Context: an optimization exercise on an open-source flow, tuned for small area. The choices shown serve that exercise and are no tape-out recipe. The RTL was checked by simulation tests, not by an equivalence proof against the original design.

## job 101
==> flow/design.v (excerpt) <==
module RGBtoHSV(
    output [31:0] H,
    output [31:0] S,
    output [31:0] V,
    output [31:0] S1,
    output [31:0] S2,
    output [31:0] Corner,
    output [31:0] Delta,
    output [31:0] Max,
    output [2:0]  State,
    input  [31:0] R,
    input  [31:0] G,
    input  [31:0] B,
    input         Clk,
    input         reset
);
For scale: about 3800 cells after synthesis, ~360 I/O pins, ~30000 sq um of cells after synthesis.
==> module RGBtoHSV, before the edit <==
module RGBtoHSV(
    output [31:0] H,
    output [31:0] S,
    output [31:0] V,
    output [31:0] S1,
    output [31:0] S2,
    output [31:0] Corner,
    output [31:0] Delta,
    output [31:0] Max,
    output [2:0]  State,
    input  [31:0] R,
    input  [31:0] G,
    input  [31:0] B,
    input         Clk,
    input         reset
);
    wire [2:0] st;
    Controler ctr(.State(st), .reset(reset), .Clk(Clk));
    assign State = st;
    wire s1 = (st == 3'd1);
    wire s2 = (st == 3'd2);
    wire s3 = (st == 3'd3);
    wire s4 = (st == 3'd4);
    wire s5 = (st == 3'd5);
    wire s6 = (st == 3'd6);
    wire s45 = s4 | s5;
    reg [31:0] rR, rG, rB;
    always @(posedge Clk) begin
        if (s1) begin
            rR <= R;
            rG <= G;
            rB <= B;
        end
    end
    wire geRG, geRB, geGB;
    Compare_fp cRG(.ge(geRG), .a(rR), .b(rG));
    Compare_fp cRB(.ge(geRB), .a(rR), .b(rB));
    Compare_fp cGB(.ge(geGB), .a(rG), .b(rB));
    wire mR = geRG & geRB;
    wire mG = ~mR & geGB;
    wire mB = ~mR & ~geGB;
    wire nB = geRB & geGB;
    wire nG = ~nB & geRG;
    wire nR = ~nB & ~geRG;
    wire [31:0] busMax = ({32{mR}} & rR) | ({32{mG}} & rG) | ({32{mB}} & rB);
    wire [31:0] cornerv = ({32{mG}} & 32'h42F00000) | ({32{mB}} & 32'h43700000);
    reg  [31:0] q1, q2, q3;
    wire aR = (s3 & mR) | (s45 & mB);
    wire aG = (s3 & mG) | (s45 & mR);
    wire aB = (s3 & mB) | (s45 & mG);
    wire aQ = s1 | s2;
    wire [31:0] busA = ({32{aR}} & rR) | ({32{aG}} & rG) | ({32{aB}} & rB) | ({32{aQ}} & q1);
    wire bR = (s3 & nR) | (s45 & mG);
    wire bG = (s3 & nG) | (s45 & mB);
    wire bB = (s3 & nB) | (s45 & mR);
    wire [31:0] busB = ({32{bR}} & rR) | ({32{bG}} & rG) | ({32{bB}} & rB)
                     | ({32{s1}} & cornerv) | ({32{s2}} & 32'h43B40000);
    wire [31:0] aso;
    addSub as0(.o(aso), .a(busA), .b(busB), .s(~aQ));
    wire [31:0] P;
    mul60 m60(.o(P), .a(aso));
    reg  [24:0] rem;
    reg  [10:0] exr;
    reg  [10:0] pst, nst;
    wire first = s1 | s3 | s5;
    wire [31:0] dvf = (s1 | s2) ? 32'h40233333 : ((s3 | s4) ? busMax : q3);
    wire [31:0] ddf = s1 ? busMax : (s3 ? aso : {exr[8:0], rem[22:0]});
    wire [23:0] fc;
    assign fc[0] = 1'b1;
    genvar i;
    generate for (i = 0; i < 23; i = i + 1) begin : gfc
        assign fc[i+1] = (ddf[i] & ~dvf[i]) | ((ddf[i] | ~dvf[i]) & fc[i]);
    end endgenerate
    wire ge = fc[23];
    wire [23:0] nm = {1'b1, ddf[22:0]};
    wire [26:0] in2r = first ? (ge ? {3'b000, nm} : {2'b00, nm, 1'b0})
                             : {rem[24], rem, 1'b0};
    wire [24:0] rnew;
    wire [11:0] qp, qn;
    div dv(.r(rnew), .qp(qp), .qn(qn), .in2r(in2r), .D({1'b1, dvf[22:0]}));
    wire isFF = (dvf[30:0] == 31'b0);
    wire isZ  = (ddf == 32'b0);
    wire [7:0] ex = ddf[30:23] + 8'd127 - dvf[30:23] - {7'b0, ~ge};
    always @(posedge Clk) begin
        rem <= s4 ? {2'b01, P[22:0]} : rnew;
        exr <= s4 ? {2'b00, P[31:23]} : {isFF, isZ, ddf[31] ^ dvf[31], ex};
        pst <= qp[10:0];
        nst <= qn[10:0];
    end
    wire [23:0] qv;
    wire qc;
    rca #(24) ucv(.s(qv), .co(qc), .a({1'b1, pst, qp}), .b(~{1'b0, nst, qn}), .ci(~rnew[24]));
    wire [31:0] divres = exr[10] ? 32'hFFFFFFFF : (exr[9] ? 32'b0 : {exr[8:0], qv[22:0]});
    wire [31:0] hsel = (q1 == 32'hFFFFFFFF) ? 32'b0 : (q1[31] ? aso : q1);
    wire h1 = ~(s6 | s1 | s2);
    wire h2 = ~(s3 | s4);
    wire h3 = ~(s2 | s3);
    wire [31:0] q1n = ({32{s6}} & divres) | ({32{s1}} & aso) | ({32{s2}} & hsel) | ({32{h1}} & q1);
    wire [31:0] q2n = ({32{s3}} & q3) | ({32{s4}} & divres) | ({32{h2}} & q2);
    wire [31:0] q3n = ({32{s2}} & divres) | ({32{s3}} & aso) | ({32{h3}} & q3);
    always @(posedge Clk) begin
        q1 <= q1n;
        q2 <= q2n;
        q3 <= q3n;
    end
    assign Max    = busMax;
    assign S1     = busA;
    assign S2     = busB;
    assign Corner = cornerv;
    assign Delta  = q3;
    assign V      = q2;
    mul100 m100(.o(S), .a(q2));
    assign H      = q1;
endmodule
==> flow/config.mk <==
export PLATFORM = sky130hd
export DESIGN_NAME = RGBtoHSV
export DESIGN_NICKNAME = RGBtoHSV
export VERILOG_FILES = /design/flow/design.v
export SDC_FILE = /design/flow/constraint.sdc
export NUM_CORES = 8
export LEC_CHECK = 0
export ABC_AREA = 1
export CAP_MARGIN = 20
export CORE_MARGIN = 2
export CORE_UTILIZATION = 45
export CTS_BUF_LIST = sky130_fd_sc_hd__clkbuf_8
export PLACE_DENSITY = 0.6
export SLEW_MARGIN = 20
==> flow/constraint.sdc <==
create_clock -name core_clock -period 100.0 [get_ports {Clk}]
set_input_delay 20.0000 -clock core_clock [delete_from_list [all_inputs] [get_ports {Clk}]]
set_output_delay 20.0000 -clock core_clock [all_outputs]
set_load 0.01 [all_outputs]
standard.sh (not shown) runs the stock make flow with config.mk's settings and CLKGATE_MAP_FILE= SYNTH_SCRIPT=/design/flow/synth_recipe.tcl, a recipe that flattens the netlist after the stock synthesis.
==> flow/flow/run.sh <==
#!/bin/bash
# Standard synthesis, then the combinational logic between the standard
# synthesis's registers, full adders and tie cells is mapped again by ABC for
# area (registers keep their names and cells), then the standard layout
# with sky130_fd_sc_hd__buf_1 as the port buffer.
set -euo pipefail
R=orfs/results/${FLOW_PLATFORM}/RGBtoHSV/base
LIB=${FLOW_HOME}/platforms/${FLOW_PLATFORM}/lib/sky130_fd_sc_hd__tt_025C_1v80.lib
bash standard.sh synth > synth.log 2>&1
cp $R/1_2_yosys.v $R/1_2_yosys.std.v
DU=$(sed -n '/^export DONT_USE_CELLS/,/^$/p' ${FLOW_HOME}/platforms/${FLOW_PLATFORM}/config.mk | grep -o 'sky130_fd_sc_hd__[a-z0-9_]*' | sed 's/^/-dont_use /' | tr '\n' ' ')
sed -e "s#@LIB@#${LIB}#g" -e "s#@IN@#$R/1_2_yosys.std.v#g" -e "s#@OUT@#$R/1_2_yosys.v#g" -e "s#@DU@#${DU}#g" \
    flow/resyn.ys.in > resyn.ys
yosys -s resyn.ys > resyn.log 2>&1
bash standard.sh "BUFFER_PORTS_ARGS=-buffer_cell sky130_fd_sc_hd__buf_1" finish > standard.log 2>&1
==> flow/flow/resyn.ys.in <==
read_liberty -ignore_miss_func @LIB@
read_verilog @IN@
hierarchy -top RGBtoHSV
blackbox sky130_fd_sc_hd__fa_1 sky130_fd_sc_hd__edfxtp_1 sky130_fd_sc_hd__dfxtp_1 sky130_fd_sc_hd__dfrtp_1 sky130_fd_sc_hd__conb_1
flatten
opt_clean
abc -liberty @LIB@ @DU@ -script +&get,-n;&st;&dch;&nf,-R,1000;&put;topo;dnsize
opt_clean -purge
stat -liberty @LIB@
write_verilog -noattr -noexpr -nohex -nodec @OUT@
Modified inputs, job 105 compared to job 101
diff --git a/flow/design.v b/flow/design.v
--- a/flow/design.v
+++ b/flow/design.v
@@ -260,19 +260,23 @@
     wire [23:0] qv;
     wire qc;
     rca #(24) ucv(.s(qv), .co(qc), .a({1'b1, pst, qp}), .b(~{1'b0, nst, qn}), .ci(~rnew[24]));
     wire [31:0] divres = exr[10] ? 32'hFFFFFFFF : (exr[9] ? 32'b0 : {exr[8:0], qv[22:0]});
-    wire [31:0] hsel = (q1 == 32'hFFFFFFFF) ? 32'b0 : (q1[31] ? aso : q1);
-    wire h1 = ~(s6 | s1 | s2);
-    wire h2 = ~(s3 | s4);
-    wire h3 = ~(s2 | s3);
-    wire [31:0] q1n = ({32{s6}} & divres) | ({32{s1}} & aso) | ({32{s2}} & hsel) | ({32{h1}} & q1);
-    wire [31:0] q2n = ({32{s3}} & q3) | ({32{s4}} & divres) | ({32{h2}} & q2);
-    wire [31:0] q3n = ({32{s2}} & divres) | ({32{s3}} & aso) | ({32{h3}} & q3);
     always @(posedge Clk) begin
-        q1 <= q1n;
-        q2 <= q2n;
-        q3 <= q3n;
+        if (s6)
+            q1 <= divres;
+        else if (s1)
+            q1 <= aso;
+        else if (s2)
+            q1 <= (q1 == 32'hFFFFFFFF) ? 32'b0 : (q1[31] ? aso : q1);
+        if (s3)
+            q2 <= q3;
+        else if (s4)
+            q2 <= divres;
+        if (s2)
+            q3 <= divres;
+        else if (s3)
+            q3 <= aso;
     end
     assign Max    = busMax;
     assign S1     = busA;
     assign S2     = busB;
## What came out
- The clock network latency to the later pin of the worst-skew pair in job 105 sits 0.03 ns above the value recorded for job 101.
- Job 105 ends up with higher final period utilization than job 101 does.
- Going from job 101 to job 105, number of buffers inserted to repair setup after CTS flat, worst-case register-to-register setup slack down 1.95 ns.
- Share of cell area taken by flip-flops and latches (job 105 over job 101): increase, 2.6 points

## separate check: timing with driven ports
The results above use ideal ports. As a check the final layouts listed here were re-extracted and re-timed, cells and wires unchanged. Step 1 sets driving cells, clkbuf_16 on the clock port and buf_2 on the other inputs (assumed; they add their load-dependent delay and slew). Step 2 adds t to the input delays and takes it off the output delays; t is the mean of the earliest and latest rising clock arrival at the registers after step 1. Input paths then give back, and output paths get back, about the clock's delay inside the block. Three values: no drivers, after step 1, after step 2; two values: the first two.
run | t, ns | setup WS [ns] | worst setup path after step 2 | clock arrival spread, ns
job 101 | 0.744 | 17.486 / 17.486 / 17.486 | register to register | 0.053 / 0.053
job 105 | 0.756 | 15.539 / 15.539 / 15.539 | register to register | 0.082 / 0.081
After both steps setup and hold are still met in every run listed.
